This is an optimization exercise on Yosys and OpenROAD, whose aim is small area, not a production implementation.
Function was checked by simulation only, so behaviour that the tests miss may differ from the original.
Power figures rest on the tool's default switching activity, not on a simulated workload.

$ cat flow/constraint.sdc
create_clock -name core_clock -period 10.0 [get_ports {clk}]
set_input_delay 2.0000 -clock core_clock [delete_from_list [all_inputs] [get_ports {clk}]]
set_output_delay 2.0000 -clock core_clock [all_outputs]
set_load 0.01 [all_outputs]
$ cat flow/run.sh
#!/bin/bash
# synth_recipe.tcl (not shown) runs the flow's synth.tcl, then flattens the netlist and writes it again
# the make line also repeats each setting of config.mk as NAME=value (left out here)
make -C /OpenROAD-flow-scripts/flow DESIGN_CONFIG=/design/flow/config.mk WORK_HOME=/design/flow/orfs CLKGATE_MAP_FILE= SYNTH_SCRIPT=/design/flow/synth_recipe.tcl finish
$ cat flow/design.v
module RGBtoYCbCr(red_ch, green_ch, blue_ch, skin_q, clk, rst);
   input        clk, rst;
   input  [7:0] red_ch, green_ch, blue_ch;
   output reg   skin_q;
   wire [6:0] r = red_ch[6:0];
   wire [6:0] g = green_ch[6:0];
   wire [7:0] b = blue_ch;
   wire [8:0] u = r + {g, 1'b0};
   wire [9:0] t = b + {b, 1'b0};
   wire s_1 = 1'b1 ^ ~u[0];
   wire s_2 = 1'b1 & ~u[0];
   wire s_3 = s_2 ^ 1'b1 ^ ~u[1];
   wire s_4 = (s_2 & 1'b1) | (s_2 & ~u[1]) | (1'b1 & ~u[1]);
   wire s_5 = s_4 ^ ~u[2];
   wire s_6 = s_4 & ~u[2];
   wire s_7 = s_6 ^ 1'b1 ^ ~u[3];
   wire s_8 = (s_6 & 1'b1) | (s_6 & ~u[3]) | (1'b1 & ~u[3]);
   wire s_9 = s_8 ^ ~u[4];
   wire s_10 = s_8 & ~u[4];
   wire s_11 = s_10 ^ ~u[5];
   wire s_12 = s_10 & ~u[5];
   wire s_13 = s_12 ^ ~u[6];
   wire s_14 = s_12 & ~u[6];
   wire s_15 = s_14 ^ 1'b1 ^ ~u[7];
   wire s_16 = (s_14 & 1'b1) | (s_14 & ~u[7]) | (1'b1 & ~u[7]);
   wire s_17 = s_16 ^ 1'b1 ^ ~u[8];
   wire s_18 = (s_16 & 1'b1) | (s_16 & ~u[8]) | (1'b1 & ~u[8]);
   wire s_19 = s_1 ^ t[0];
   wire s_20 = s_1 & t[0];
   wire s_21 = s_3 ^ t[1] ^ s_20;
   wire s_22 = (s_3 & t[1]) | (s_3 & s_20) | (t[1] & s_20);
   wire s_23 = s_5 ^ t[2] ^ s_22;
   wire s_24 = (s_5 & t[2]) | (s_5 & s_22) | (t[2] & s_22);
   wire s_25 = s_7 ^ t[3] ^ s_24;
   wire s_26 = (s_7 & t[3]) | (s_7 & s_24) | (t[3] & s_24);
   wire s_27 = s_9 ^ t[4] ^ s_26;
   wire s_28 = (s_9 & t[4]) | (s_9 & s_26) | (t[4] & s_26);
   wire s_29 = s_11 ^ t[5] ^ s_28;
   wire s_30 = (s_11 & t[5]) | (s_11 & s_28) | (t[5] & s_28);
   wire s_31 = s_13 ^ t[6] ^ s_30;
   wire s_32 = (s_13 & t[6]) | (s_13 & s_30) | (t[6] & s_30);
   wire s_33 = s_15 ^ t[7] ^ s_32;
   wire s_34 = (s_15 & t[7]) | (s_15 & s_32) | (t[7] & s_32);
   wire s_35 = s_17 ^ t[8] ^ s_34;
   wire s_36 = (s_17 & t[8]) | (s_17 & s_34) | (t[8] & s_34);
   wire s_37 = t[9] ^ s_18 ^ s_36;
   wire s_38 = (t[9] & s_18) | (t[9] & s_36) | (s_18 & s_36);
   wire s_39 = 1'b1 ^ s_38;
   wire s_40 = ~s_19 | 1'b1;
   wire s_41 = ~s_21 | s_40;
   wire s_42 = ~s_23 & s_41;
   wire s_43 = ~s_25 & s_42;
   wire s_44 = ~s_27 & s_43;
   wire s_45 = ~s_29 & s_44;
   wire s_46 = ~s_31 | s_45;
   wire s_47 = ~s_33 & s_46;
   wire s_48 = ~s_35 | s_47;
   wire s_49 = ~s_37 & s_48;
   wire s_50 = ~s_39 & s_49;
   wire s_51 = b[0] ^ ~b[3];
   wire s_52 = b[0] & ~b[3];
   wire s_53 = s_52 ^ b[1] ^ ~b[4];
   wire s_54 = (s_52 & b[1]) | (s_52 & ~b[4]) | (b[1] & ~b[4]);
   wire s_55 = b[6] ^ r[5];
   wire s_56 = b[6] & r[5];
   wire s_57 = s_56 ^ s_54 ^ 1'b1;
   wire s_58 = (s_56 & s_54) | (s_56 & 1'b1) | (s_54 & 1'b1);
   wire s_59 = b[2] ^ ~b[5] ^ b[7];
   wire s_60 = (b[2] & ~b[5]) | (b[2] & b[7]) | (~b[5] & b[7]);
   wire s_61 = r[6] ^ u[1];
   wire s_62 = r[6] & u[1];
   wire s_63 = s_62 ^ s_60 ^ s_58;
   wire s_64 = (s_62 & s_60) | (s_62 & s_58) | (s_60 & s_58);
   wire s_65 = 1'b1 ^ b[3] ^ ~b[6];
   wire s_66 = (1'b1 & b[3]) | (1'b1 & ~b[6]) | (b[3] & ~b[6]);
   wire s_67 = s_66 ^ s_64 ^ 1'b1;
   wire s_68 = (s_66 & s_64) | (s_66 & 1'b1) | (s_64 & 1'b1);
   wire s_69 = ~b[0] ^ b[2];
   wire s_70 = ~b[0] & b[2];
   wire s_71 = s_70 ^ 1'b1 ^ ~b[1];
   wire s_72 = (s_70 & 1'b1) | (s_70 & ~b[1]) | (1'b1 & ~b[1]);
   wire s_73 = b[3] ^ r[2];
   wire s_74 = b[3] & r[2];
   wire s_75 = s_74 ^ s_72 ^ ~b[2];
   wire s_76 = (s_74 & s_72) | (s_74 & ~b[2]) | (s_72 & ~b[2]);
   wire s_77 = b[4] ^ r[3] ^ u[0];
   wire s_78 = (b[4] & r[3]) | (b[4] & u[0]) | (r[3] & u[0]);
   wire s_79 = s_78 ^ s_76 ^ b[5];
   wire s_80 = (s_78 & s_76) | (s_78 & b[5]) | (s_76 & b[5]);
   wire s_81 = r[4] ^ u[1] ^ ~u[3];
   wire s_82 = (r[4] & u[1]) | (r[4] & ~u[3]) | (u[1] & ~u[3]);
   wire s_83 = s_82 ^ s_80 ^ u[0];
   wire s_84 = (s_82 & s_80) | (s_82 & u[0]) | (s_80 & u[0]);
   wire s_85 = u[2] ^ ~u[4] ^ ~u[6];
   wire s_86 = (u[2] & ~u[4]) | (u[2] & ~u[6]) | (~u[4] & ~u[6]);
   wire s_87 = s_86 ^ s_84 ^ u[3];
   wire s_88 = (s_86 & s_84) | (s_86 & u[3]) | (s_84 & u[3]);
   wire s_89 = ~u[5] ^ ~u[7] ^ s_57;
   wire s_90 = (~u[5] & ~u[7]) | (~u[5] & s_57) | (~u[7] & s_57);
   wire s_91 = s_90 ^ s_88 ^ u[2];
   wire s_92 = (s_90 & s_88) | (s_90 & u[2]) | (s_88 & u[2]);
   wire s_93 = u[4] ^ ~u[6] ^ ~u[8];
   wire s_94 = (u[4] & ~u[6]) | (u[4] & ~u[8]) | (~u[6] & ~u[8]);
   wire s_95 = s_94 ^ s_92 ^ b[4];
   wire s_96 = (s_94 & s_92) | (s_94 & b[4]) | (s_92 & b[4]);
   wire s_97 = ~b[7] ^ u[3] ^ u[5];
   wire s_98 = (~b[7] & u[3]) | (~b[7] & u[5]) | (u[3] & u[5]);
   wire s_99 = s_98 ^ s_96 ^ s_68;
   wire s_100 = (s_98 & s_96) | (s_98 & s_68) | (s_96 & s_68);
   wire s_101 = 1'b1 ^ b[5] ^ u[4];
   wire s_102 = (1'b1 & b[5]) | (1'b1 & u[4]) | (b[5] & u[4]);
   wire s_103 = s_102 ^ s_100;
   wire s_104 = s_102 & s_100;
   wire s_105 = r[1] ^ ~u[0];
   wire s_106 = r[1] & ~u[0];
   wire s_107 = s_106 ^ ~u[1] ^ ~u[3];
   wire s_108 = (s_106 & ~u[1]) | (s_106 & ~u[3]) | (~u[1] & ~u[3]);
   wire s_109 = s_108 ^ ~u[2] ^ ~u[4];
   wire s_110 = (s_108 & ~u[2]) | (s_108 & ~u[4]) | (~u[2] & ~u[4]);
   wire s_111 = s_110 ^ ~u[5] ^ s_51;
   wire s_112 = (s_110 & ~u[5]) | (s_110 & s_51) | (~u[5] & s_51);
   wire s_113 = s_112 ^ s_53 ^ s_55;
   wire s_114 = (s_112 & s_53) | (s_112 & s_55) | (s_53 & s_55);
   wire s_115 = s_114 ^ s_59 ^ s_61;
   wire s_116 = (s_114 & s_59) | (s_114 & s_61) | (s_59 & s_61);
   wire s_117 = s_116 ^ s_63 ^ s_65;
   wire s_118 = (s_116 & s_63) | (s_116 & s_65) | (s_63 & s_65);
   wire s_119 = s_118 ^ ~u[7] ^ s_67;
   wire s_120 = (s_118 & ~u[7]) | (s_118 & s_67) | (~u[7] & s_67);
   wire s_121 = s_120 ^ u[6] ^ ~u[8];
   wire s_122 = (s_120 & u[6]) | (s_120 & ~u[8]) | (u[6] & ~u[8]);
   wire s_123 = s_122 ^ b[6] ^ u[5];
   wire s_124 = (s_122 & b[6]) | (s_122 & u[5]) | (b[6] & u[5]);
   wire s_125 = s_124 ^ s_104 ^ b[7];
   wire s_126 = (s_124 & s_104) | (s_124 & b[7]) | (s_104 & b[7]);
   wire s_127 = 1'b1 ^ b[0];
   wire s_128 = 1'b1 & b[0];
   wire s_129 = s_128 ^ b[1] ^ r[0];
   wire s_130 = (s_128 & b[1]) | (s_128 & r[0]) | (b[1] & r[0]);
   wire s_131 = s_130 ^ ~u[2] ^ s_69;
   wire s_132 = (s_130 & ~u[2]) | (s_130 & s_69) | (~u[2] & s_69);
   wire s_133 = s_132 ^ s_71 ^ s_73;
   wire s_134 = (s_132 & s_71) | (s_132 & s_73) | (s_71 & s_73);
   wire s_135 = s_134 ^ s_75 ^ s_77;
   wire s_136 = (s_134 & s_75) | (s_134 & s_77) | (s_75 & s_77);
   wire s_137 = s_136 ^ s_79 ^ s_81;
   wire s_138 = (s_136 & s_79) | (s_136 & s_81) | (s_79 & s_81);
   wire s_139 = s_138 ^ s_83 ^ s_85;
   wire s_140 = (s_138 & s_83) | (s_138 & s_85) | (s_83 & s_85);
   wire s_141 = s_140 ^ s_87 ^ s_89;
   wire s_142 = (s_140 & s_87) | (s_140 & s_89) | (s_87 & s_89);
   wire s_143 = s_142 ^ s_91 ^ s_93;
   wire s_144 = (s_142 & s_91) | (s_142 & s_93) | (s_91 & s_93);
   wire s_145 = s_144 ^ s_95 ^ s_97;
   wire s_146 = (s_144 & s_95) | (s_144 & s_97) | (s_95 & s_97);
   wire s_147 = s_146 ^ s_99 ^ s_101;
   wire s_148 = (s_146 & s_99) | (s_146 & s_101) | (s_99 & s_101);
   wire s_149 = s_148 ^ u[7] ^ s_103;
   wire s_150 = (s_148 & u[7]) | (s_148 & s_103) | (u[7] & s_103);
   wire s_151 = s_150 ^ u[6] ^ u[8];
   wire s_152 = (s_150 & u[6]) | (s_150 & u[8]) | (u[6] & u[8]);
   wire s_153 = s_152 ^ s_126;
   wire s_154 = s_152 & s_126;
   wire s_155 = s_154 ^ 1'b1;
   wire s_156 = s_154 & 1'b1;
   wire s_157 = s_127 & ~u[0];
   wire s_158 = (s_129 & ~u[1]) | (s_129 & s_157) | (~u[1] & s_157);
   wire s_159 = (s_131 & s_105) | (s_131 & s_158) | (s_105 & s_158);
   wire s_160 = (s_133 & s_107) | (s_133 & s_159) | (s_107 & s_159);
   wire s_161 = (s_135 & s_109) | (s_135 & s_160) | (s_109 & s_160);
   wire s_162 = (s_137 & s_111) | (s_137 & s_161) | (s_111 & s_161);
   wire s_163 = (s_139 & s_113) | (s_139 & s_162) | (s_113 & s_162);
   wire s_164 = (s_141 & s_115) | (s_141 & s_163) | (s_115 & s_163);
   wire s_165 = (s_143 & s_117) | (s_143 & s_164) | (s_117 & s_164);
   wire s_166 = (s_145 & s_119) | (s_145 & s_165) | (s_119 & s_165);
   wire s_167 = (s_147 & s_121) | (s_147 & s_166) | (s_121 & s_166);
   wire s_168 = (s_149 & s_123) | (s_149 & s_167) | (s_123 & s_167);
   wire s_169 = (s_151 & s_125) | (s_151 & s_168) | (s_125 & s_168);
   wire s_170 = (s_153 & u[7]) | (s_153 & s_169) | (u[7] & s_169);
   wire s_171 = (s_155 & u[8]) | (s_155 & s_170) | (u[8] & s_170);
   wire s_172 = 1'b1 ^ s_156 ^ s_171;
   wire s_173 = ~s_172;
   wire s_174 = 1'b1 ^ ~t[4];
   wire s_175 = 1'b1 & ~t[4];
   wire s_176 = s_175 ^ 1'b1 ^ ~t[5];
   wire s_177 = (s_175 & 1'b1) | (s_175 & ~t[5]) | (1'b1 & ~t[5]);
   wire s_178 = 1'b1 ^ ~t[0];
   wire s_179 = 1'b1 & ~t[0];
   wire s_180 = s_179 ^ ~t[1] ^ t[4];
   wire s_181 = (s_179 & ~t[1]) | (s_179 & t[4]) | (~t[1] & t[4]);
   wire s_182 = s_181 ^ ~t[2] ^ t[5];
   wire s_183 = (s_181 & ~t[2]) | (s_181 & t[5]) | (~t[2] & t[5]);
   wire s_184 = s_183 ^ ~t[3] ^ t[6];
   wire s_185 = (s_183 & ~t[3]) | (s_183 & t[6]) | (~t[3] & t[6]);
   wire s_186 = s_185 ^ t[7] ^ ~g[0];
   wire s_187 = (s_185 & t[7]) | (s_185 & ~g[0]) | (t[7] & ~g[0]);
   wire s_188 = g[3] ^ g[5];
   wire s_189 = g[3] & g[5];
   wire s_190 = s_189 ^ s_187 ^ t[8];
   wire s_191 = (s_189 & s_187) | (s_189 & t[8]) | (s_187 & t[8]);
   wire s_192 = ~g[1] ^ g[4] ^ g[6];
   wire s_193 = (~g[1] & g[4]) | (~g[1] & g[6]) | (g[4] & g[6]);
   wire s_194 = s_193 ^ s_191 ^ s_177;
   wire s_195 = (s_193 & s_191) | (s_193 & s_177) | (s_191 & s_177);
   wire s_196 = ~t[6] ^ t[9] ^ ~g[2];
   wire s_197 = (~t[6] & t[9]) | (~t[6] & ~g[2]) | (t[9] & ~g[2]);
   wire s_198 = s_197 ^ s_195 ^ ~t[7];
   wire s_199 = (s_197 & s_195) | (s_197 & ~t[7]) | (s_195 & ~t[7]);
   wire s_200 = t[3] ^ g[1];
   wire s_201 = t[3] & g[1];
   wire s_202 = s_201 ^ g[0] ^ g[2];
   wire s_203 = (s_201 & g[0]) | (s_201 & g[2]) | (g[0] & g[2]);
   wire s_204 = s_203 ^ g[1] ^ g[3];
   wire s_205 = (s_203 & g[1]) | (s_203 & g[3]) | (g[1] & g[3]);
   wire s_206 = s_205 ^ g[2] ^ g[4];
   wire s_207 = (s_205 & g[2]) | (s_205 & g[4]) | (g[2] & g[4]);
   wire s_208 = s_207 ^ r[0] ^ s_174;
   wire s_209 = (s_207 & r[0]) | (s_207 & s_174) | (r[0] & s_174);
   wire s_210 = s_209 ^ r[1] ^ s_176;
   wire s_211 = (s_209 & r[1]) | (s_209 & s_176) | (r[1] & s_176);
   wire s_212 = s_211 ^ g[5] ^ r[2];
   wire s_213 = (s_211 & g[5]) | (s_211 & r[2]) | (g[5] & r[2]);
   wire s_214 = s_213 ^ ~g[3] ^ g[6];
   wire s_215 = (s_213 & ~g[3]) | (s_213 & g[6]) | (~g[3] & g[6]);
   wire s_216 = s_215 ^ s_199 ^ ~t[8];
   wire s_217 = (s_215 & s_199) | (s_215 & ~t[8]) | (s_199 & ~t[8]);
   wire s_218 = s_217 ^ ~t[9];
   wire s_219 = s_217 & ~t[9];
   wire s_220 = s_219 ^ 1'b1;
   wire s_221 = s_219 & 1'b1;
   wire s_222 = t[2] ^ g[0];
   wire s_223 = t[2] & g[0];
   wire s_224 = s_223 ^ g[3] ^ s_178;
   wire s_225 = (s_223 & g[3]) | (s_223 & s_178) | (g[3] & s_178);
   wire s_226 = s_225 ^ g[4] ^ s_180;
   wire s_227 = (s_225 & g[4]) | (s_225 & s_180) | (g[4] & s_180);
   wire s_228 = s_227 ^ g[5] ^ s_182;
   wire s_229 = (s_227 & g[5]) | (s_227 & s_182) | (g[5] & s_182);
   wire s_230 = s_229 ^ g[6] ^ s_184;
   wire s_231 = (s_229 & g[6]) | (s_229 & s_184) | (g[6] & s_184);
   wire s_232 = s_231 ^ s_186 ^ s_188;
   wire s_233 = (s_231 & s_186) | (s_231 & s_188) | (s_186 & s_188);
   wire s_234 = s_233 ^ s_190 ^ s_192;
   wire s_235 = (s_233 & s_190) | (s_233 & s_192) | (s_190 & s_192);
   wire s_236 = s_235 ^ s_194 ^ s_196;
   wire s_237 = (s_235 & s_194) | (s_235 & s_196) | (s_194 & s_196);
   wire s_238 = s_237 ^ r[3] ^ s_198;
   wire s_239 = (s_237 & r[3]) | (s_237 & s_198) | (r[3] & s_198);
   wire s_240 = s_239 ^ ~g[4] ^ r[4];
   wire s_241 = (s_239 & ~g[4]) | (s_239 & r[4]) | (~g[4] & r[4]);
   wire s_242 = s_241 ^ ~g[5] ^ r[5];
   wire s_243 = (s_241 & ~g[5]) | (s_241 & r[5]) | (~g[5] & r[5]);
   wire s_244 = s_243 ^ ~g[6] ^ r[6];
   wire s_245 = (s_243 & ~g[6]) | (s_243 & r[6]) | (~g[6] & r[6]);
   wire s_246 = g[0] ^ t[0];
   wire s_247 = g[0] & t[0];
   wire s_248 = g[1] ^ t[1] ^ s_247;
   wire s_249 = (g[1] & t[1]) | (g[1] & s_247) | (t[1] & s_247);
   wire s_250 = s_222 ^ g[2] ^ s_249;
   wire s_251 = (s_222 & g[2]) | (s_222 & s_249) | (g[2] & s_249);
   wire s_252 = s_224 ^ s_200 ^ s_251;
   wire s_253 = (s_224 & s_200) | (s_224 & s_251) | (s_200 & s_251);
   wire s_254 = s_226 ^ s_202 ^ s_253;
   wire s_255 = (s_226 & s_202) | (s_226 & s_253) | (s_202 & s_253);
   wire s_256 = s_228 ^ s_204 ^ s_255;
   wire s_257 = (s_228 & s_204) | (s_228 & s_255) | (s_204 & s_255);
   wire s_258 = s_230 ^ s_206 ^ s_257;
   wire s_259 = (s_230 & s_206) | (s_230 & s_257) | (s_206 & s_257);
   wire s_260 = s_232 ^ s_208 ^ s_259;
   wire s_261 = (s_232 & s_208) | (s_232 & s_259) | (s_208 & s_259);
   wire s_262 = s_234 ^ s_210 ^ s_261;
   wire s_263 = (s_234 & s_210) | (s_234 & s_261) | (s_210 & s_261);
   wire s_264 = s_236 ^ s_212 ^ s_263;
   wire s_265 = (s_236 & s_212) | (s_236 & s_263) | (s_212 & s_263);
   wire s_266 = s_238 ^ s_214 ^ s_265;
   wire s_267 = (s_238 & s_214) | (s_238 & s_265) | (s_214 & s_265);
   wire s_268 = s_240 ^ s_216 ^ s_267;
   wire s_269 = (s_240 & s_216) | (s_240 & s_267) | (s_216 & s_267);
   wire s_270 = s_242 ^ s_218 ^ s_269;
   wire s_271 = (s_242 & s_218) | (s_242 & s_269) | (s_218 & s_269);
   wire s_272 = s_244 ^ s_220 ^ s_271;
   wire s_273 = (s_244 & s_220) | (s_244 & s_271) | (s_220 & s_271);
   wire s_274 = s_221 ^ s_245 ^ s_273;
   wire s_275 = (s_221 & s_245) | (s_221 & s_273) | (s_245 & s_273);
   wire s_276 = 1'b1 ^ s_275;
   wire s_277 = ~s_246 | 1'b1;
   wire s_278 = ~s_248 | s_277;
   wire s_279 = ~s_250 | s_278;
   wire s_280 = ~s_252 | s_279;
   wire s_281 = ~s_254 | s_280;
   wire s_282 = ~s_256 | s_281;
   wire s_283 = ~s_258 | s_282;
   wire s_284 = ~s_260 | s_283;
   wire s_285 = ~s_262 | s_284;
   wire s_286 = ~s_264 & s_285;
   wire s_287 = ~s_266 & s_286;
   wire s_288 = ~s_268 & s_287;
   wire s_289 = ~s_270 & s_288;
   wire s_290 = ~s_272 | s_289;
   wire s_291 = ~s_274 & s_290;
   wire s_292 = ~s_276 & s_291;
   wire skin = red_ch[7] & ~green_ch[7] & s_50 & s_173 & s_292;
   always @(posedge clk)
     if (rst) skin_q <= 1'b0;
     else     skin_q <= skin;
endmodule
module SkinDecider(skin_q, object_image, rst, clk);
   input      skin_q, rst, clk;
   output reg object_image;
   always @(posedge clk)
     if (rst) object_image <= 1'b0;
     else     object_image <= skin_q;
endmodule
module PalmIdentification(object_image,
			  palm_height_test,
			  start_of_palm_r,
			  start_of_palm_c,
			  end_of_palm_r,
			  end_of_palm_c,
			  palm_width,
			  palm_height,
			  TESTING_SWITCH,
			  row_count, col_count, palm_locked,
			  rst,clk);
   input        object_image;
   input  [7:0] palm_height_test;
   input        TESTING_SWITCH;
   input        rst, clk;
   output [7:0] start_of_palm_r, start_of_palm_c, end_of_palm_r, end_of_palm_c, palm_height, palm_width;
   output reg [7:0] row_count;
   output     [6:0] col_count;
   output reg   palm_locked;
   reg [7:0] start_r, end_r, width, height;
   reg [6:0] start_c, end_c, col;
   reg       found_start, found_end, innerbreak;
   assign start_of_palm_r = start_r;
   assign start_of_palm_c = {1'b0, start_c};
   assign end_of_palm_r   = end_r;
   assign end_of_palm_c   = {1'b0, end_c};
   assign palm_width      = width;
   assign palm_height     = height;
   assign col_count       = col;
   wire last_col = &{col[6:4], col[2:0]};
   wire [7:0] width_x1p5 = width + {1'b0, width[7:1]} + {7'd0, width[0]};
   always @(posedge clk) begin
      if (rst) begin
	 start_r <= 8'd0; start_c <= 7'd0;
	 end_r <= 8'd0;   end_c <= 7'd0;
	 width <= 8'd0;   height <= 8'd0;
	 found_start <= 1'b0; found_end <= 1'b0; innerbreak <= 1'b0;
	 palm_locked <= 1'b0;
	 row_count <= 8'd0; col <= 7'd0;
      end
      else begin
	 palm_locked <= innerbreak;
	 if (last_col) begin
	    col <= 7'd0;
	    row_count <= row_count + 8'd1;
	 end
	 else
	   col <= col + 7'd1;
	 if (!innerbreak) begin
	    if (object_image) begin
	       if (!found_start) begin
		  found_start <= 1'b1;
		  start_r <= row_count;
		  start_c <= col;
	       end
	       else begin
		  end_r <= row_count;
		  end_c <= col;
		  found_end <= 1'b1;
	       end
	    end
	    else if (found_end) begin
	       width <= {1'b0, end_c} - {1'b0, start_c};
	       if (width > 8'd17) begin
		  innerbreak <= 1'b1;
		  height <= TESTING_SWITCH ? palm_height_test : width_x1p5;
	       end
	       else begin
		  found_start <= 1'b0;
		  found_end <= 1'b0;
	       end
	    end
	 end
      end
   end
endmodule
module FingerIdentification(object_image,
                            palm_width,
                            palm_height,
                            start_of_palm_r,
                            start_of_palm_c,
                            end_of_palm_r,
                            end_of_palm_c,
                            row_count, col_count, palm_locked,
                            thumb_status,
                            index_status,
                            middle_status,
                            ring_status,
                            pinky_status,
                            rst,clk);
   input       object_image;
   input [7:0] palm_width, palm_height;
   input [7:0] start_of_palm_r, start_of_palm_c;
   input [7:0] end_of_palm_r, end_of_palm_c;
   input [7:0] row_count;
   input [6:0] col_count;
   input       palm_locked;
   input       rst, clk;
   output reg  thumb_status, index_status, middle_status, ring_status, pinky_status;
   reg [7:0] pinky_true, ring_true, middle_true, index_true, thumb_true;
   wire [7:0] w = palm_width, h = palm_height;
   wire [7:0] row = row_count;
   wire [7:0] col = {1'b0, col_count};
   wire [7:0] box_bottom   = end_of_palm_r + h;
   wire [7:0] box_top      = box_bottom + h;
   wire [7:0] pinky_right  = end_of_palm_c - (w >> 2);
   wire [7:0] pinky_left   = pinky_right + w;
   wire [7:0] ring_left    = pinky_right - 8'd3;
   wire [7:0] ring_right   = start_of_palm_c + (w >> 1) - 8'd5;
   wire [7:0] middle_left  = ring_right - 8'd7;
   wire [7:0] middle_right = start_of_palm_c - 8'd12;
   wire [7:0] index_left   = middle_right;
   wire [7:0] index_right  = middle_right - w;
   wire [7:0] thumb_left   = start_of_palm_c - 8'd10;
   wire [7:0] thumb_right  = thumb_left - h;
   wire [7:0] thumb_bottom = start_of_palm_r;
   wire [7:0] thumb_top    = start_of_palm_r + 8'd30;
   wire active  = palm_locked && (w != 8'd0);
   wire rows4   = active && row > box_bottom && row < box_top;
   wire pinky_in  = rows4 && col > pinky_right  && col < pinky_left;
   wire ring_in   = rows4 && col > ring_right   && col < ring_left;
   wire middle_in = rows4 && col > middle_right && col < middle_left;
   wire index_in  = rows4 && col > index_right  && col < index_left;
   wire thumb_in  = active && row > thumb_bottom && row < thumb_top &&
                    col > thumb_right && col < thumb_left;
   always @(posedge clk) begin
      if (rst) begin
         thumb_status <= 1'b0; index_status <= 1'b0; middle_status <= 1'b0;
         ring_status <= 1'b0;  pinky_status <= 1'b0;
         pinky_true <= 8'd0; ring_true <= 8'd0; middle_true <= 8'd0;
         index_true <= 8'd0; thumb_true <= 8'd0;
      end
      else begin
         if (pinky_in) begin
            if (object_image) pinky_true <= pinky_true + 8'd1;
            if (pinky_true > 8'd200) pinky_status <= 1'b1;
         end
         if (ring_in) begin
            if (object_image) ring_true <= ring_true + 8'd1;
            if (ring_true > 8'd250) ring_status <= 1'b1;
         end
         if (middle_in) begin
            if (object_image) middle_true <= middle_true + 8'd1;
            if (middle_true > 8'd250) middle_status <= 1'b1;
         end
         if (index_in) begin
            if (object_image) index_true <= index_true + 8'd1;
            if (index_true > 8'd250) index_status <= 1'b1;
         end
         if (thumb_in) begin
            if (object_image) thumb_true <= thumb_true + 8'd1;
            if (thumb_true > 8'd250) thumb_status <= 1'b1;
         end
      end
   end
endmodule
module SignIdentification(thumb_status,
			  index_status,
			  middle_status,
			  ring_status,
			  pinky_status,
			  sign_value,
			  rst,clk);
   input      thumb_status;
   input      index_status;
   input      middle_status;
   input      ring_status;
   input      pinky_status;
   output [3:0] sign_value;
   input 	rst, clk;
   reg [3:0]	sign_value;
   reg [4:0] 	finger_db;
   always @(posedge clk) begin
      if(rst) begin
	 sign_value <= 4'b0000;
	 finger_db <= 5'b00000;
      end
      else begin
	 finger_db <= {pinky_status, ring_status, middle_status, index_status, thumb_status};
	 case(finger_db)
	   5'b00010 : sign_value <= 1;
	   5'b00110 : sign_value <= 2;
  	   5'b00111 : sign_value <= 3;
	   5'b01111 : sign_value <= 4;
	   5'b11111 : sign_value <= 5;
	   5'b01110 : sign_value <= 6;
	   5'b10110 : sign_value <= 7;
	   5'b11010 : sign_value <= 8;
	   5'b11100 : sign_value <= 9;
	   default : sign_value <= 0;
	 endcase  
      end  
   end  
endmodule  
module SignToText(red_ch,
		  green_ch,
		  blue_ch,
		  palm_height_test,
		  TESTING_SWITCH,
		  sign_value,
		  thumb_status, index_status, middle_status, ring_status, pinky_status,
		  start_of_palm_r, start_of_palm_c,
		  end_of_palm_r, end_of_palm_c,
		  palm_width, palm_height,
		  clk,rst);
   input [7:0] red_ch, green_ch, blue_ch;
   input [7:0] palm_height_test;
   input       TESTING_SWITCH;
   output [3:0] sign_value;
   output       thumb_status, index_status, middle_status, ring_status, pinky_status;
   output [7:0] start_of_palm_r, start_of_palm_c, end_of_palm_r, end_of_palm_c;
   output [7:0] palm_width, palm_height;
   input        clk, rst;
   wire skin_q, object_image;
   wire [7:0] row_count;
   wire [6:0] col_count;
   wire palm_locked;
   RGBtoYCbCr dut_0 (.red_ch(red_ch), .green_ch(green_ch), .blue_ch(blue_ch),
		     .skin_q(skin_q), .rst(rst), .clk(clk));
   SkinDecider dut_1 (.skin_q(skin_q), .object_image(object_image),
		      .rst(rst), .clk(clk));
   PalmIdentification dut_2 (.object_image(object_image),
			     .palm_height_test(palm_height_test),
			     .start_of_palm_r(start_of_palm_r),
			     .start_of_palm_c(start_of_palm_c),
			     .end_of_palm_r(end_of_palm_r),
			     .end_of_palm_c(end_of_palm_c),
			     .palm_width(palm_width),
			     .palm_height(palm_height),
			     .TESTING_SWITCH(TESTING_SWITCH),
			     .row_count(row_count), .col_count(col_count),
			     .palm_locked(palm_locked),
			     .rst(rst),.clk(clk));
   FingerIdentification dut_3 (.object_image(object_image),
			       .palm_width(palm_width),
			       .palm_height(palm_height),
			       .start_of_palm_r(start_of_palm_r),
			       .start_of_palm_c(start_of_palm_c),
			       .end_of_palm_r(end_of_palm_r),
			       .end_of_palm_c(end_of_palm_c),
			       .row_count(row_count), .col_count(col_count),
			       .palm_locked(palm_locked),
			       .thumb_status(thumb_status),
			       .index_status(index_status),
			       .middle_status(middle_status),
			       .ring_status(ring_status),
			       .pinky_status(pinky_status),
			       .rst(rst),.clk(clk));
   SignIdentification dut_4(.thumb_status(thumb_status),
			    .index_status(index_status),
			    .middle_status(middle_status),
			    .ring_status(ring_status),
			    .pinky_status(pinky_status),
			    .sign_value(sign_value),
			    .rst(rst),.clk(clk));
endmodule
$ cat flow/config.mk
export PLATFORM = sky130hd
export DESIGN_NAME = SignToText
export DESIGN_NICKNAME = SignToText
export VERILOG_FILES = /design/flow/design.v
export SDC_FILE = /design/flow/constraint.sdc
export NUM_CORES = 4
export LEC_CHECK = 0
export CAP_MARGIN = 20
export CORE_MARGIN = 2
export CORE_UTILIZATION = 40
export SLEW_MARGIN = 20
==> results by group, run 1 <==
Run status
  • Status: complete, no violations

Worst setup path
  • CP dominant cell by count: fa_1
  • Data arrival, critical path: 10.03 ns
  • Crit start category: input pin
  • CP Class: input pin to flop
  • R2r setup slk: 4.73 ns
  • CP Capture Type: flop
  • Crit Reg-Reg Startpoint: dut_2.height[0]
  • Reg-to-Reg End: dut_3.pinky_true[7]
  • Reg2reg path depth: 19
  • Critical Path Max Stage Delay: 0.55 ns
  • CP Data Required Time: 10.34 ns
  • Crit path max-delay cell type: clkdlybuf4s50_1
  • Max Fanout on Critical Path: 4

STA
  • Peak Freq: 0.103 GHz
  • Least-Margin Pin Slew: 0.901 ns
  • Fin crit period: 9.69 ns
  • Worst slew margin: 39.8%
  • Clk_skew: 0.00794 ns
  • Crit share post-route: 96.9%
  • Worst hold slack: 0.456 ns
  • Fin. Hold Viols: 0
  • Slew Limit Fails: 0
  • Final WS setup: 0.312 ns
  • RSZ-0062 raised after global routing: false
  • Setup violators final: 0
  • Fin Setup TNS: 0 ns

Placed design
  • Dpl ws: -0.0877 ns
  • Placed Area: 15200 µm²
  • GP Congestion: 0.891
  • Dpl cells: 2167
  • Hpwl dp: 29200 µm
  • IO buf count: 89

Min path
  • HP Class: flop to flop
  • Hold Crit Start: dut_3.middle_status
  • Hold depth: 2
  • Worst Hold Path EP: dut_4.finger_db[2]

Power and ir drop
  • Max VDD drop: 0.115 mV
  • Leak: 6.78 nW
  • Power Density: 122 nW/µm²
  • Total power: 1.93 mW

CTS
  • Clock latency at the later pin of the worst-skew pair: 0.43 ns
  • CTS Root Cell: clkbuf_16
  • Sink Count: 121
  • Clock Path Buffers: 2
  • TritonCTS clock tree: built
  • CTS H-tree lvls: 4
  • CTS Buf Count: 17
  • Setup bufs post-CTS: 0
  • Hold-fix buffers, CTS: 0
  • Clock transition at the registers of the reported paths: 0.06 ns
  • Post_cts resized: 0

Logic synthesis
  • Post-synthesis sequential area ratio: 17.5%
  • Post-synth EDFFs: 0
  • Post-synthesis cell type count: 79
  • #FFs+latches synth: 121
  • Mapped Area: 13800 µm²
  • Adder-Cell Fraction of Synth Area: 34.0%
  • Top-count cell post-synth: ha_1
  • Post-synthesis async set-or-reset flop share: 0%
  • Synth top area share: 20.7%
  • XOR/XNOR share of the synthesized area: 5.44%
  • Largest cells by area after synthesis: ha_1, dfxtp_1, fa_1, inv_1, a21oi_1
  • Synth Area in Simple Gates: 17.6%
  • Compound-Gate Fraction of Synth Area: 16.9%
  • Post-Syn Instances: 1644
  • Commonest cells in the netlist: ha_1, inv_1, a21oi_1
  • Post-synthesis mux area share: 1.37%
  • Area leader, netlist: ha_1
  • Synth warn: 5
  • Post-synthesis average cell area: 8.41 µm²
  • Primary FF master, synth: dfxtp_1
  • Main combinational cell family by area after synthesis: adder cells

Final layout
  • Share of cells above drive strength 1: 4.82%
  • Layout Cells excl Fill: 2199
  • Post-layout util: 46.2%
  • Diodes inserted: 0
  • Final #Nets: 2085
  • Design area: 15800 µm²
  • Area Overhead vs Synth: 14.5%
  • Layout fillers: 3353

Global routing
  • Largest net degree at the start of global routing: 86
  • Global route hottest layer: met2
  • Gr ovfl total: 0
  • Initial antenna violation count: 0
  • GRT Resource Usage Total: 21.0%
  • Number of global-route vias before repair: 11700
  • GR Util met2: 36.3%
  • Global routing usage on met3: 2.75%
  • Global-route wire length before repair: 60400 µm
  • M1 GR Usage: 27.1%

Routing
  • Vias: 11800
  • Detailed Route WL: 37000 µm
  • Wire per inst: 16.8 µm
  • DR pass1 iterations: 5
  • 1st-iter DRT viols: 579
  • Via/cell ratio: 5.36
  • DRT antenna net count: 0
  • DRC errors left: 0

Floorplan
  • Chip Width: 190 µm
  • Die footprint: 36100 µm²
  • Core area: 34300 µm²
  • Die height: 190 µm
  • # rows: 68
  • Initial Util: 40.3%
  • Ports: 92

Job
  • Max cap viols: 0
per-layer routing:
layer / vias to the layer above / share of wire [%]
li1: 5900 / -
met1: 5582 / 46
met2: 263 / 47
met3: 39 / 3.8
met4: 0 / 2.2
met5: - / 0
kinds of logic after synthesis:
| kind of cell | count (synthesis) |
|---|---|
| AND/OR/NAND/NOR | 482 |
| AO/OA/AOI/OAI | 358 |
| adder cells (fa/ha/maj) | 322 |
| buffers and inverters | 258 |
| flip-flops | 121 |
| XOR/XNOR | 85 |
| multiplexers | 17 |
| other | 1 |
power breakdown:
group          internal [mW]  switching (mW)  leakage [nW]  total (mW)
Sequential             0.483         0.00557         0.975       0.489
Combinational          0.371           0.467          5.53       0.837
Clock                  0.366           0.242         0.280       0.608
Total                   1.22           0.714          6.78        1.93
worst max path at each step:
stage | depth (start not counted) | slack (ns) | startpoint | endpoint
after floorplan | 28 | 0.97 | blue_ch[0] | dut_0.skin_q
after global placement | 29 | 0.03 | blue_ch[1] | dut_0.skin_q
after detailed placement | 29 | -0.09 | blue_ch[1] | dut_0.skin_q
after CTS | 29 | 0.37 | blue_ch[1] | dut_0.skin_q
after global routing | 29 | 0.03 | blue_ch[1] | dut_0.skin_q
final | 29 | 0.31 | blue_ch[1] | dut_0.skin_q
cell type report:
cell class	instances	area, µm²	area share [%]
clock buffer	17	425	2.69
clock inverter	15	151	0.957
inverter	221	830	5.24
multi-input combinational	1266	10400	65.9
sequential	121	2420	15.3
tap	455	569	3.60
timing repair buffer	104	1000	6.33
placed cells by master (no fill, tap or decap), types with 14 or more instances in the layout:
master             n
nand4_1           17
o31ai_1           25
nand2b_1          19
fa_1              90
clkdlybuf4s50_1   88
nand3_1           41
nor2_1           118
buf_4             16
ha_1             229
o21ai_0           51
nor2b_1           46
dfxtp_1          121
xnor2_1           54
nand2_1          119
a21oi_1          126
a211oi_1          17
and3_1            14
nor3_1            22
a21o_1            18
or4_1             19
o21a_1            24
inv_1            220
xor2_1            30
clkbuf_16         17
worst max-delay path, delay by kind of cell:
| family | cells | cell delay (ns) |
|---|---|---|
| AOI/OAI and AO/OA | 6 | 1.04 |
| and+or+nand+nor | 2 | 0.50 |
| buffers and inverters | 6 | 0.88 |
| xor gates and xnor gates | 1 | 0.14 |
| adders and majority gates | 14 | 5.45 |
registers in the layout, summed over array words and instances, names as in the netlist, 8 cells and up:
register / flops
dut_2.width: 8
dut_3.middle_true: 8
dut_3.index_true: 8
dut_2.row_count: 8
dut_3.pinky_true: 8
dut_3.thumb_true: 8
dut_2.height: 8
dut_3.ring_true: 8
dut_2.start_r: 8
dut_2.end_r: 8
==> inputs of run 2 (changes only) <==
--- a/flow/design.v
+++ b/flow/design.v
@@ -428,14 +428,25 @@
    wire [7:0] thumb_right  = thumb_left - h;
    wire [7:0] thumb_bottom = start_of_palm_r;
    wire [7:0] thumb_top    = start_of_palm_r + 8'd30;
+   function gt;
+      input [7:0] a, b;
+      integer i;
+      reg c;
+      begin
+         c = 1'b0;
+         for (i = 0; i < 8; i = i + 1)
+           c = (a[i] & ~b[i]) | (c & (a[i] | ~b[i]));
+         gt = c;
+      end
+   endfunction
    wire active  = palm_locked && (w != 8'd0);
-   wire rows4   = active && row > box_bottom && row < box_top;
-   wire pinky_in  = rows4 && col > pinky_right  && col < pinky_left;
-   wire ring_in   = rows4 && col > ring_right   && col < ring_left;
-   wire middle_in = rows4 && col > middle_right && col < middle_left;
-   wire index_in  = rows4 && col > index_right  && col < index_left;
-   wire thumb_in  = active && row > thumb_bottom && row < thumb_top &&
-                    col > thumb_right && col < thumb_left;
+   wire rows4   = active && gt(row, box_bottom) && gt(box_top, row);
+   wire pinky_in  = rows4 && gt(col, pinky_right)  && gt(pinky_left, col);
+   wire ring_in   = rows4 && gt(col, ring_right)   && gt(ring_left, col);
+   wire middle_in = rows4 && gt(col, middle_right) && gt(middle_left, col);
+   wire index_in  = rows4 && gt(col, index_right)  && gt(index_left, col);
+   wire thumb_in  = active && gt(row, thumb_bottom) && gt(thumb_top, row) &&
+                    gt(col, thumb_right) && gt(thumb_left, col);
    always @(posedge clk) begin
       if (rst) begin
          thumb_status <= 1'b0; index_status <= 1'b0; middle_status <= 1'b0;
==> flow/flow/run.sh (new file) <==
#!/bin/bash
# Layout flow: the standard synthesis, then an area-oriented re-mapping of the
# combinational logic with ABC (registers untouched: same cells, same names), then
# the standard layout with every port buffered by a buf_1.
set -euo pipefail
WORK=$(pwd)
FLOW=$WORK/flow
R=$WORK/orfs/results/$FLOW_PLATFORM/SignToText/base
LIB=$FLOW_HOME/platforms/$FLOW_PLATFORM/lib/sky130_fd_sc_hd__tt_025C_1v80.lib
YOSYS=yosys
[ -x "$FLOW_HOME/../tools/install/yosys/bin/yosys" ] && YOSYS=$FLOW_HOME/../tools/install/yosys/bin/yosys

# 1. standard synthesis
bash standard.sh synth > $WORK/1_standard_synth.log 2>&1

# 2. re-map the combinational logic
cp $R/1_2_yosys.v $WORK/1_2_yosys_standard.v
python3 $FLOW/libmodels.py $LIB > $WORK/comb_models.v
cat > $WORK/remap.abc <<EOA
&get -n; &st; &deepsyn -T 60; &dch; &nf -R 1000 -p; &put
EOA
cat > $WORK/remap.ys <<EOY
read_liberty -lib $LIB
read_verilog -overwrite $WORK/comb_models.v
read_verilog $WORK/1_2_yosys_standard.v
hierarchy -check -top $FLOW_TOP
flatten
techmap
opt -purge
abc -liberty $LIB -dont_use sky130_fd_sc_hd__probe_p_8 -dont_use sky130_fd_sc_hd__probec_p_8 -dont_use *lpflow* -script $WORK/remap.abc
read_liberty -lib -overwrite $LIB
opt_clean -purge
hilomap -singleton -hicell sky130_fd_sc_hd__conb_1 HI -locell sky130_fd_sc_hd__conb_1 LO
splitnets
opt_clean -purge
tee -o $WORK/remap_stat.txt stat -liberty $LIB
check -assert -mapped
write_verilog -noattr -nohex -nodec $WORK/1_2_yosys_remapped.v
EOY
$YOSYS -c /dev/null > /dev/null 2>&1 || true
$YOSYS -s $WORK/remap.ys > $WORK/2_remap_yosys.log 2>&1
cp $WORK/1_2_yosys_remapped.v $R/1_2_yosys.v
rm -f $R/1_synth.odb $R/1_synth.sdc

# 3. standard layout from the re-mapped netlist
bash standard.sh BUFFER_PORTS_ARGS="-buffer_cell sky130_fd_sc_hd__buf_1" finish > $WORK/3_standard_layout.log 2>&1
==> flow/flow/libmodels.py (new file) <==
# Write Verilog models for the combinational cells of a liberty file (one output pin with a function).
import re, sys
lib = open(sys.argv[1]).read()
out = []
for m in re.finditer(r'\n\s*cell\s*\(\s*"?(\w+)"?\s*\)\s*\{', lib):
    name = m.group(1)
    # find the cell body by brace matching
    i = m.end(); depth = 1
    while depth:
        c = lib[i]
        if c == '{': depth += 1
        elif c == '}': depth -= 1
        i += 1
    body = lib[m.end():i]
    if re.search(r'\b(ff|latch|statetable)\s*\(', body): continue
    pins = re.findall(r'pin\s*\(\s*"?(\w+)"?\s*\)\s*\{(.*?)\n\s{8}\}', body, re.S)
    ins, outs = [], []
    for pn, pb in pins:
        d = re.search(r'direction\s*:\s*"?(\w+)"?', pb)
        if not d: continue
        if d.group(1) == 'input': ins.append(pn)
        elif d.group(1) == 'output':
            f = re.search(r'function\s*:\s*"([^"]*)"', pb)
            if f: outs.append((pn, f.group(1)))
    if not outs or not ins: continue
    ports = ins + [o for o, _ in outs]
    lines = [f"(* keep_hierarchy = 0 *) module {name}(" + ", ".join(ports) + ");"]
    lines += [f"  input {p};" for p in ins]
    for o, f in outs:
        e = f.replace('!', '~').replace('+', '|').replace('*', '&')
        e = re.sub(r'\)\s*\(', ') & (', e)
        e = re.sub(r'(\w)\s+(\w)', r'\1 & \2', e)
        e = re.sub(r'(\w)\s+(\w)', r'\1 & \2', e)
        e = re.sub(r'\)\s+(\w|~|\()', r') & \1', e)
        e = re.sub(r'(\w)\s+(\(|~)', r'\1 & \2', e)
        lines.append(f"  output {o};\n  assign {o} = {e};")
    lines.append("endmodule")
    out.append("\n".join(lines))
print("\n".join(out))
==> flow/standard.sh (new file) <==
#!/bin/bash
# synth_recipe.tcl (not shown) runs the flow's synth.tcl, then flattens the netlist and writes it again
# the make line also repeats each setting of config.mk as NAME=value (left out here)
make -C /OpenROAD-flow-scripts/flow DESIGN_CONFIG=/design/flow/config.mk WORK_HOME=/design/flow/orfs CLKGATE_MAP_FILE= SYNTH_SCRIPT=/design/flow/synth_recipe.tcl "${@:-finish}"
--- a/flow/config.mk
+++ b/flow/config.mk
@@ -8,4 +8,6 @@
 export CAP_MARGIN = 20
 export CORE_MARGIN = 2
 export CORE_UTILIZATION = 40
+export CTS_BUF_LIST = sky130_fd_sc_hd__clkbuf_8
+export CTS_CLUSTER_SIZE = 30
 export SLEW_MARGIN = 20
removed: flow/run.sh
==> results by group, run 2 <==
Final layout
  • Most common cell after layout, fill and taps aside: nor2_1
  • Area Overhead vs Synth: 12.1%
  • Layout fillers: 2557
  • Most frequent cells in the layout: nor2_1, xnor2_1, dfxtp_1, maj3_1, a21oi_1
  • Final #Nets: 1491
  • Post-layout util: 45.5%
  • Layout Cells excl Fill: 1799
  • Design area: 11400 µm²
  • Diodes inserted: 0
  • Share of cells above drive strength 1: 2.79%

Worst setup path
  • Data arrival, critical path: 8.08 ns
  • Crit path max-delay cell type: buf_1
  • CP dominant cell by count: maj3_1
  • CP Capture Type: flop
  • Crit Reg-Reg Startpoint: dut_2.width[3]
  • Crit start category: input pin
  • R2r setup slk: 3.97 ns
  • CP Data Required Time: 10.36 ns
  • Buf/Inv on CP: 1
  • Reg2reg path depth: 23
  • CP Depth: 26
  • CP Class: input pin to flop
  • Top delay family on crit path: adder cells
  • Reg-to-Reg End: dut_3.pinky_true[7]
  • Critical Path Max Stage Delay: 0.47 ns
  • First element of the critical path: blue_ch[1]
  • Critical Path Sink: dut_0.skin_q
  • Max Fanout on Critical Path: 15

STA
  • RSZ-0062 raised after global routing: false
  • Setup violators final: 0
  • Worst slew margin: 22.2%
  • Fin Setup TNS: 0 ns
  • Fin. Hold Viols: 0
  • Clk_skew: 0.0101 ns
  • Worst hold slack: 0.447 ns
  • Least-Margin Pin Slew: 1.16 ns
  • Slew Limit Fails: 0
  • Fin crit period: 7.71 ns
  • Crit share post-route: 77.1%
  • Final WS setup: 2.29 ns
  • Peak Freq: 0.130 GHz

Power and ir drop
  • Clock power share: 29.0%
  • Sequential share of power: 30.1%
  • Net switching power: 583 µW
  • Internal Pwr Total: 1.06 mW
  • Total power: 1.64 mW
  • Combinational power share: 41.0%
  • Leak: 3.87 nW
  • Max VDD drop: 0.129 mV
  • Switch share: 35.6%
  • Power Density: 143 nW/µm²

Floorplan
  • # rows: 58
  • Core area: 25100 µm²
  • Chip Width: 164 µm
  • Die height: 164 µm
  • Initial Util: 40.6%
  • Die footprint: 26800 µm²
  • Ports: 92

CTS
  • Clock latency at the later pin of the worst-skew pair: 0.45 ns
  • CTS Root Cell: clkbuf_8
  • Sink Count: 121
  • Clock Path Buffers: 2
  • TritonCTS clock tree: built
  • Post_cts resized: 0
  • CTS Buf Count: 17
  • Setup bufs post-CTS: 0
  • CTS H-tree lvls: 4
  • Hold-fix buffers, CTS: 0
  • Clock transition at the registers of the reported paths: 0.08 ns

Run status
  • Status: complete, no violations

Placed design
  • Dpl cells: 1767
  • Dpl ws: 1.84 ns
  • Placed Area: 11000 µm²
  • IO buf count: 89
  • GP Congestion: 0.871
  • Hpwl dp: 20100 µm

Routing
  • Vias: 9587
  • Wire per inst: 14.9 µm
  • Detailed Route WL: 26800 µm
  • DRC errors left: 0
  • Via/cell ratio: 5.33
  • DR pass1 iterations: 5
  • 1st-iter DRT viols: 520
  • DRT antenna net count: 0

Logic synthesis
  • Synth warn: 5
  • Post-synthesis average cell area: 7.61 µm²
  • Mapped Area: 10200 µm²
  • Post-Syn Instances: 1340

Global routing
  • Largest net degree at the start of global routing: 82
  • Global-route wire length before repair: 43900 µm
  • Number of global-route vias before repair: 8781
  • Initial antenna violation count: 0
  • Gr ovfl total: 0
  • GRT Resource Usage Total: 20.3%

Job
  • Max cap viols: 0

Min path
  • HP Class: flop to flop
-- run 2: worst min path at each step --
| stage | from | endpoint | cells past startpoint |
|---|---|---|---|
| after floorplan | dut_0.skin_q | dut_1.object_image | 1 |
| after global placement | dut_0.skin_q | dut_1.object_image | 1 |
| after detailed placement | dut_0.skin_q | dut_1.object_image | 1 |
| after CTS | dut_0.skin_q | dut_1.object_image | 1 |
| after global routing | dut_0.skin_q | dut_1.object_image | 1 |
| final | dut_0.skin_q | dut_1.object_image | 1 |
-- run 2: power by group through the flow --
stage                     sequential [mW]  combinational, mW  clock (mW)
after global routing                0.494              0.756       0.507
after global placement              0.504              0.660           0
after CTS                           0.493              0.676       0.485
after detailed placement            0.505              0.673           0
final                               0.493              0.671       0.475
after floorplan                     0.502              0.558           0
-- run 2: layout make-up --
cell class / count / area (µm²) / area share (%)
timing repair buffer: 96 / 390 / 3.42
tap: 330 / 413 / 3.61
inverter: 42 / 158 / 1.38
sequential: 121 / 2420 / 21.2
clock inverter: 15 / 190 / 1.66
multi-input combinational: 1178 / 7620 / 66.7
clock buffer: 17 / 234 / 2.05
-- run 2: metal layers --
layer	global-route usage, %	routed length (µm)	up-vias
met1	25.8	12500	4416
met4	6.66	598	0
met2	35.3	12700	156
met5	0	0	-
met3	2.97	1020	33
li1	-	-	4982
==> inputs of run 3 (changes only) <==
--- a/flow/config.mk
+++ b/flow/config.mk
@@ -8,6 +8,4 @@
 export CAP_MARGIN = 20
 export CORE_MARGIN = 2
 export CORE_UTILIZATION = 40
-export CTS_BUF_LIST = sky130_fd_sc_hd__clkbuf_8
-export CTS_CLUSTER_SIZE = 30
 export SLEW_MARGIN = 20
==> results by group, run 3 <==
Routing
  • Wire per inst: 15.0 µm
  • Via/cell ratio: 5.34
  • Vias: 9615
  • DRC errors left: 0
  • Detailed Route WL: 26900 µm
  • DRT antenna net count: 0
  • 1st-iter DRT viols: 519
  • DR pass1 iterations: 5

CTS
  • Sink Count: 121
  • CTS Root Cell: clkbuf_16
  • Clock latency at the later pin of the worst-skew pair: 0.42 ns
  • Setup bufs post-CTS: 0
  • CTS Buf Count: 17
  • Clock transition at the registers of the reported paths: 0.06 ns
  • Clock Path Buffers: 2
  • TritonCTS clock tree: built
  • CTS H-tree lvls: 4
  • Hold-fix buffers, CTS: 0
  • Post_cts resized: 0

Placed design
  • GP Congestion: 0.871
  • Placed Area: 11000 µm²
  • IO buf count: 89
  • Dpl cells: 1767
  • Hpwl dp: 20100 µm
  • Dpl ws: 1.84 ns

STA
  • Crit share post-route: 77.4%
  • Clk_skew: 0.00775 ns
  • Fin crit period: 7.74 ns
  • Fin Setup TNS: 0 ns
  • Slew Limit Fails: 0
  • Least-Margin Pin Slew: 1.07 ns
  • Worst hold slack: 0.443 ns
  • Setup violators final: 0
  • Peak Freq: 0.129 GHz
  • Final WS setup: 2.26 ns
  • RSZ-0062 raised after global routing: false
  • Worst slew margin: 28.4%
  • Fin. Hold Viols: 0

Logic synthesis
  • Post-Syn Instances: 1340
  • Post-synthesis average cell area: 7.61 µm²
  • Synth warn: 5
  • Mapped Area: 10200 µm²

Power and ir drop
  • Leak: 3.96 nW
  • Power Density: 156 nW/µm²
  • Total power: 1.81 mW
  • Max VDD drop: 0.153 mV

Worst setup path
  • Max Fanout on Critical Path: 15
  • Data arrival, critical path: 8.08 ns
  • Critical Path Max Stage Delay: 0.47 ns
  • CP Data Required Time: 10.34 ns
  • Top delay family on crit path: adder cells
  • R2r setup slk: 3.98 ns
  • CP Capture Type: flop
  • Crit start category: input pin
  • CP Class: input pin to flop
  • CP dominant cell by count: maj3_1
  • Buf/Inv on CP: 1
  • Crit path max-delay cell type: buf_1

Floorplan
  • Die footprint: 26800 µm²
  • Die height: 164 µm
  • # rows: 58
  • Ports: 92
  • Chip Width: 164 µm
  • Core area: 25100 µm²
  • Initial Util: 40.6%

Final layout
  • Design area: 11600 µm²
  • Area of the multi-input gates: 7620 µm²
  • Seq. cell area: 2420 µm²
  • Post-layout util: 46.3%
  • Final #Nets: 1491
  • Diodes inserted: 0
  • Most common cell after layout, fill and taps aside: nor2_1
  • Layout Cells excl Fill: 1799
  • Layout fillers: 2533
  • Most frequent cells in the layout: nor2_1, xnor2_1, dfxtp_1, maj3_1, a21oi_1
  • Share of cells above drive strength 1: 2.79%
  • Area Overhead vs Synth: 14.0%

Global routing
  • GRT Resource Usage Total: 20.4%
  • Number of global-route vias before repair: 8814
  • Initial antenna violation count: 0
  • Largest net degree at the start of global routing: 82
  • Gr ovfl total: 0
  • Global-route wire length before repair: 44100 µm

Job
  • Max cap viols: 0

Min path
  • HP Class: flop to flop

Run status
  • Status: complete, no violations
run 3: path summary, 6_finish.rpt:
path	start	end	cells past startpoint
setup / recovery	blue_ch[1]	dut_0.skin_q	26
hold / removal	dut_0.skin_q	dut_1.object_image	1
setup reg to reg	dut_2.width[3]	dut_3.pinky_true[7]	23
hold reg to reg	dut_0.skin_q	dut_1.object_image	1
run 3: report_power, final:
group          switching, mW  internal [mW]
Combinational          0.351          0.320
Clock                  0.245          0.397
Sequential           0.00881          0.485
Total                  0.605           1.20
run 3: cell type report:
cell class	instances	area share (%)
clock buffer	17	3.66
clock inverter	15	1.64
inverter	42	1.36
multi-input combinational	1178	65.6
sequential	121	20.8
tap	330	3.55
timing repair buffer	96	3.36
run 3: worst register-to-register path: cells and delay by family, from the launching register on:
| family | cells | cell delay [ns] |
|---|---|---|
| compound gates | 5 | 1.53 |
| xor+xnor | 6 | 1.07 |
| fa+ha+maj | 2 | 0.63 |
| buf+inv | 1 | 0.14 |
| flops | 1 | 0.81 |
| simple gates | 9 | 1.71 |
run 3: metal layers:
metal / global-route usage (%) / share of wire (%) / up-vias
met2: 35.4 / 48 / 180
met3: 2.82 / 4.1 / 34
met5: 0 / 0 / -
li1: - / - / 4981
met1: 25.9 / 46 / 4420
met4: 7.02 / 2.4 / 0
==> inputs of run 4 (changes only) <==
--- a/flow/flow/run.sh
+++ b/flow/flow/run.sh
@@ -43,4 +43,4 @@
 rm -f $R/1_synth.odb $R/1_synth.sdc
 
 # 3. standard layout from the re-mapped netlist
-bash standard.sh BUFFER_PORTS_ARGS="-buffer_cell sky130_fd_sc_hd__buf_1" finish > $WORK/3_standard_layout.log 2>&1
+bash standard.sh BUFFER_PORTS_ARGS="-buffer_cell sky130_fd_sc_hd__buf_1" CTS_ARGS="-sink_clustering_enable -repair_clock_nets -buf_list sky130_fd_sc_hd__clkbuf_4 -sink_clustering_size 10 -sink_clustering_max_diameter 60 -dont_use_dummy_load" finish > $WORK/3_standard_layout.log 2>&1
==> results by group, run 4 <==
Run status
  • Status: complete, no violations

Placed design
  • Dpl cells: 1767
  • IO buf count: 89
  • Hpwl dp: 20100 µm
  • GP Congestion: 0.871

Routing
  • M1 wire length: 12300 µm
  • DR pass1 iterations: 5
  • DRT antenna net count: 0
  • DRC errors left: 0
  • Wire per inst: 14.9 µm
  • 1st-iter DRT viols: 540
  • Via/cell ratio: 5.37
  • Detailed Route WL: 26700 µm
  • Vias: 9591
  • Top Metal Used: met4
  • DR WL met3: 1070 µm
  • WL met2: 12800 µm

Logic synthesis
  • Mapped Area: 10200 µm²
  • Synth warn: 5
  • Post-synthesis average cell area: 7.61 µm²
  • Post-Syn Instances: 1340

CTS
  • Clock latency at the later pin of the worst-skew pair: 0.54 ns
  • Clock transition at the registers of the reported paths: 0.09 ns
  • CTS H-tree lvls: 4
  • CTS Root Cell: clkbuf_4
  • TritonCTS clock tree: built
  • Sink Count: 121
  • Hold-fix buffers, CTS: 0
  • Clock Path Buffers: 2
  • Post_cts resized: 0
  • CTS Buf Count: 17
  • Setup bufs post-CTS: 0

Worst setup path
  • First element of the critical path: blue_ch[1]
  • Reg-to-Reg End: dut_3.pinky_true[7]
  • Max Fanout on Critical Path: 15
  • Crit start category: input pin
  • CP Class: input pin to flop
  • Crit Reg-Reg Startpoint: dut_2.width[3]
  • Reg2reg path depth: 23
  • Data arrival, critical path: 8.08 ns
  • CP Data Required Time: 10.44 ns
  • R2r setup slk: 4.00 ns
  • CP Capture Type: flop
  • Critical Path Sink: dut_0.skin_q

Global routing
  • Global-route wire length before repair: 43800 µm
  • Number of global-route vias before repair: 8758
  • GRT Resource Usage Total: 20.2%
  • Gr ovfl total: 0
  • Initial antenna violation count: 1
  • Largest net degree at the start of global routing: 82

Final layout
  • Area Overhead vs Synth: 9.24%
  • Seq. cell area: 2420 µm²
  • Area of the multi-input gates: 7620 µm²
  • Most frequent cells in the layout: nor2_1, xnor2_1, dfxtp_1, maj3_1, a21oi_1
  • Share of cells above drive strength 1: 1.79%
  • Layout fillers: 2600
  • Layout Cells excl Fill: 1785
  • Final #Nets: 1491
  • Most common cell after layout, fill and taps aside: nor2_1

Floorplan
  • Ports: 92
  • Initial Util: 40.6%
  • Core area: 25100 µm²
  • # rows: 58
  • Die height: 164 µm
  • Die footprint: 26800 µm²
  • Chip Width: 164 µm

STA
  • Setup violators final: 0
  • Crit share post-route: 76.4%
  • Fin Setup TNS: 0 ns
  • Fin crit period: 7.64 ns
  • Clk_skew: 0.0516 ns
  • Fin. Hold Viols: 0
  • Peak Freq: 0.131 GHz
  • RSZ-0062 raised after global routing: false
  • Slew Limit Fails: 0
  • Least-Margin Pin Slew: 1.15 ns
  • Worst slew margin: 23.4%

Power and ir drop
  • Max VDD drop: 0.0575 mV
  • Leak: 3.74 nW
  • Power Density: 126 nW/µm²

Min path
  • HP Class: flop to flop

Job
  • Max cap viols: 0
## run 4: changes by cell type in the layout (fill, tap and decap cells not counted), sizes merged
cell / before / now
bufinv: 3 / 0
clkinv: 47 / 42
clkinvlp: 2 / 0
diode: 0 / 1
inv: 5 / 0
## run 4: final cells by class
type	count	share of cell area, %
Tap cell	330	3.71
Inverter	42	1.42
Antenna cell	1	0.0225
Timing Repair Buffer	96	3.51
Clock buffer	17	1.15
Sequential cell	121	21.8
Multi-Input combinational cell	1178	68.5
## run 4: routing by layer
metal,global-route usage (%),up-vias
li1,-,4963
met1,25.8,4433
met2,35.3,169
met3,2.97,26
met4,6.10,0
met5,0,-
## run 4: power by group
group          total (mW)  leakage, nW  switching, mW  internal (mW)
sequential          0.493        0.975        0.00875          0.485
clock               0.233       0.0782          0.155         0.0775
combinational       0.672         2.69          0.351          0.320
## run 4: worst max-delay path, stage by stage
cell      delay [ns]
buf_1           0.47
and2_0          0.27
nor2_1          0.08
nor2_1          0.17
nor2_1          0.07
xnor2_1         0.17
o21ai_0         0.13
o21a_1          0.14
and2_0          0.20
nor2_1          0.41
xor2_1          0.14
o21ai_0         0.19
nand2_1         0.14
maj3_1          0.41
maj3_1          0.39
maj3_1          0.40
maj3_1          0.38
maj3_1          0.38
xnor2_1         0.21
xor2_1          0.13
o211ai_1        0.11
o21ai_0         0.17
maj3_1          0.42
nor3b_1         0.20
nor3_1          0.06
nor4_1          0.24
## run 4: worst min-delay path by stage
stage                             from                  to  slack [ns]  depth (start not counted)
after floorplan           dut_0.skin_q  dut_1.object_image        0.41                          1
after global placement    dut_0.skin_q  dut_1.object_image        0.42                          1
after detailed placement  dut_0.skin_q  dut_1.object_image        0.43                          1
after CTS                 dut_0.skin_q  dut_1.object_image        0.45                          1
after global routing      dut_0.skin_q  dut_1.object_image        0.46                          1
final                     dut_0.skin_q  dut_1.object_image        0.45                          1
## run 4: through the flow
| step | worst slack [ns] | hold WS [ns] | cell area, µm² | util, % | total power, mW |
|---|---|---|---|---|---|
| finish | 2.36 | 0.450 | 11100 | 44.4 | 1.40 |
| floorplan | 2.81 | 0.414 | 10200 | - | 1.06 |
| detailed placement | 1.84 | 0.430 | 11000 | 43.8 | 1.18 |
| global placement | 2.02 | 0.422 | 11000 | 43.8 | 1.16 |
| CTS | 2.40 | 0.454 | 11100 | 44.3 | 1.42 |
| global route | 1.69 | 0.461 | 11100 | 44.4 | 1.52 |
==> inputs of run 5 (changes only) <==
--- a/flow/flow/run.sh
+++ b/flow/flow/run.sh
@@ -43,4 +43,4 @@
 rm -f $R/1_synth.odb $R/1_synth.sdc
 
 # 3. standard layout from the re-mapped netlist
-bash standard.sh BUFFER_PORTS_ARGS="-buffer_cell sky130_fd_sc_hd__buf_1" CTS_ARGS="-sink_clustering_enable -repair_clock_nets -buf_list sky130_fd_sc_hd__clkbuf_4 -sink_clustering_size 10 -sink_clustering_max_diameter 60 -dont_use_dummy_load" finish > $WORK/3_standard_layout.log 2>&1
+bash standard.sh BUFFER_PORTS_ARGS="-buffer_cell sky130_fd_sc_hd__buf_1" CTS_ARGS="-sink_clustering_enable -repair_clock_nets -buf_list sky130_fd_sc_hd__clkbuf_8 -dont_use_dummy_load" finish > $WORK/3_standard_layout.log 2>&1
==> results by group, run 5 <==
Worst setup path
  • Buf/Inv on CP: 1
  • CP Class: input pin to flop
  • Reg-to-Reg End: dut_3.pinky_true[7]
  • CP dominant cell by count: maj3_1
  • Reg2reg path depth: 23
  • Crit Reg-Reg Startpoint: dut_2.width[3]
  • Crit path max-delay cell type: buf_1
  • Data arrival, critical path: 8.08 ns
  • R2r setup slk: 3.98 ns
  • CP Capture Type: flop
  • Max Fanout on Critical Path: 15
  • Critical Path Max Stage Delay: 0.47 ns
  • Crit start category: input pin
  • CP Data Required Time: 10.35 ns
  • Top delay family on crit path: adder cells

CTS
  • TritonCTS clock tree: built
  • Post_cts resized: 0
  • Clock latency at the later pin of the worst-skew pair: 0.45 ns
  • Clock Path Buffers: 2
  • CTS H-tree lvls: 4
  • Setup bufs post-CTS: 0
  • Sink Count: 121
  • CTS Buf Count: 17
  • Hold-fix buffers, CTS: 0
  • CTS Root Cell: clkbuf_8
  • Clock transition at the registers of the reported paths: 0.06 ns

STA
  • Crit share post-route: 77.3%
  • Fin. Hold Viols: 0
  • Fin Setup TNS: 0 ns
  • RSZ-0062 raised after global routing: false
  • Worst hold slack: 0.443 ns
  • Setup violators final: 0
  • Least-Margin Pin Slew: 1.13 ns
  • Fin crit period: 7.73 ns
  • Worst slew margin: 24.8%
  • Clk_skew: 0.0358 ns
  • Peak Freq: 0.129 GHz
  • Slew Limit Fails: 0

Final layout
  • Share of cells above drive strength 1: 1.79%
  • Layout fillers: 2587
  • Area Overhead vs Synth: 10.3%
  • Final #Nets: 1491
  • Most frequent cells in the layout: nor2_1, xnor2_1, dfxtp_1, maj3_1, a21oi_1
  • Diodes inserted: 0
  • Most common cell after layout, fill and taps aside: nor2_1

Logic synthesis
  • Mapped Area: 10200 µm²
  • Synth warn: 5
  • Post-Syn Instances: 1340
  • Post-synthesis average cell area: 7.61 µm²

Run status
  • Status: complete, no violations

Floorplan
  • Ports: 92
  • Initial Util: 40.6%
  • Core area: 25100 µm²
  • Die height: 164 µm
  • # rows: 58
  • Chip Width: 164 µm
  • Die footprint: 26800 µm²

Power and ir drop
  • Leak: 3.78 nW
  • Power Density: 132 nW/µm²
  • Max VDD drop: 0.0729 mV

Min path
  • Worst Hold Path EP: dut_1.object_image
  • Hold depth: 1
  • HP Class: flop to flop
  • Hold Crit Start: dut_0.skin_q

Global routing
  • Initial antenna violation count: 0
  • GRT Resource Usage Total: 20.2%
  • Largest net degree at the start of global routing: 82
  • Gr ovfl total: 0
  • Number of global-route vias before repair: 8727
  • Global-route wire length before repair: 43700 µm

Placed design
  • Hpwl dp: 20100 µm
  • IO buf count: 89
  • GP Congestion: 0.871

Routing
  • DRT antenna net count: 0
  • M1 wire length: 12300 µm
  • WL met2: 12700 µm
  • Wire per inst: 14.9 µm
  • Detailed Route WL: 26600 µm
  • 1st-iter DRT viols: 532
  • DR WL met3: 1180 µm
  • Via/cell ratio: 5.38
  • Vias: 9591
  • Top Metal Used: met4
  • DRC errors left: 0
  • DR pass1 iterations: 6

Job
  • Max cap viols: 0
==> run 5: cell count changes in the layout (fill, tap and decap cells not counted) <==
cell and delta:
diode_2 -1, clkbuf_8 +17, clkbuf_4 -17
==> run 5: worst max path at each step <==
| stage | to | from | cells past startpoint |
|---|---|---|---|
| final | dut_0.skin_q | blue_ch[1] | 26 |
| after global routing | dut_0.skin_q | blue_ch[1] | 23 |
| after CTS | dut_0.skin_q | blue_ch[1] | 26 |
| after detailed placement | dut_0.skin_q | blue_ch[1] | 26 |
| after global placement | dut_0.skin_q | blue_ch[1] | 26 |
| after floorplan | dut_0.skin_q | blue_ch[1] | 21 |
==> run 5: where the power goes <==
group | switching [mW] | internal (mW) | leakage (nW)
Clock | 0.168 | 0.149 | 0.122
Combinational | 0.351 | 0.320 | 2.69
Sequential | 0.00877 | 0.485 | 0.975
==> run 5: layer usage <==
metal	up-vias	global-route usage, %
li1	4961	-
met1	4404	25.8
met2	195	35.3
met3	31	2.95
met4	0	6.02
met5	-	0
==> run 5: area by class of cell <==
cell class,instances,area (µm²),area share (%)
tap,330,413,3.67
timing repair buffer,96,390,3.47
inverter,42,158,1.40
clock buffer,17,234,2.08
sequential,121,2420,21.5
multi-input combinational,1178,7620,67.8
==> run 5: metrics by stage <==
step	std cells	setup slack, ns	total power, mW	cell area [µm²]	utilization [%]
after floorplan	1341	2.81	1.06	10200	-
after detailed placement	1767	1.84	1.18	11000	43.8
final	1784	2.27	1.48	11200	44.8
after global routing	1784	1.57	1.60	11200	44.8
after global placement	1767	2.02	1.16	11000	43.8
after CTS	1784	2.29	1.50	11200	44.8

-- re-timing with driven ports --
The flow's constraints put no driver on any port. The routed layouts listed below were extracted and timed again, unchanged, in two steps.
Step 1 (the two cells are an assumption about what drives the block):
set clk [get_ports {clk}]
set_driving_cell -lib_cell sky130_fd_sc_hd__clkbuf_16 $clk
set_driving_cell -lib_cell sky130_fd_sc_hd__buf_2 [delete_from_list [all_inputs] $clk]
Step 2, shift: input delay + t, output delay - t, t = (earliest + latest rising clock arrival at the registers) / 2. This alone moves slack from input paths to output paths.
a / b / c = ideal ports / drivers / drivers and shift; a / b = the first two.
run	t, ns	setup WS [ns]	clock arrival spread, ns	worst register clock-pin slew, ns	worst data-port slew with drivers (ns)
run 1	0.469	0.312 / 0.336 / -0.133	0.009 / 0.008	0.06 / 0.06	0.06
run 2	0.487	2.285 / 2.306 / 1.819	0.010 / 0.010	0.08 / 0.08	0.04
run 3	0.470	2.256 / 2.282 / 1.812	0.008 / 0.009	0.06 / 0.06	0.04
run 4	0.557	2.358 / 2.374 / 1.817	0.052 / 0.051	0.12 / 0.12	0.04
run 5	0.471	2.267 / 2.283 / 1.812	0.035 / 0.036	0.08 / 0.08	0.04
With both steps, setup timing fails in run 1, where it was met with ideal ports. For run 4, which loses most, drivers alone change the setup slack by +0.016 ns; drivers and shift together by -0.541 ns.
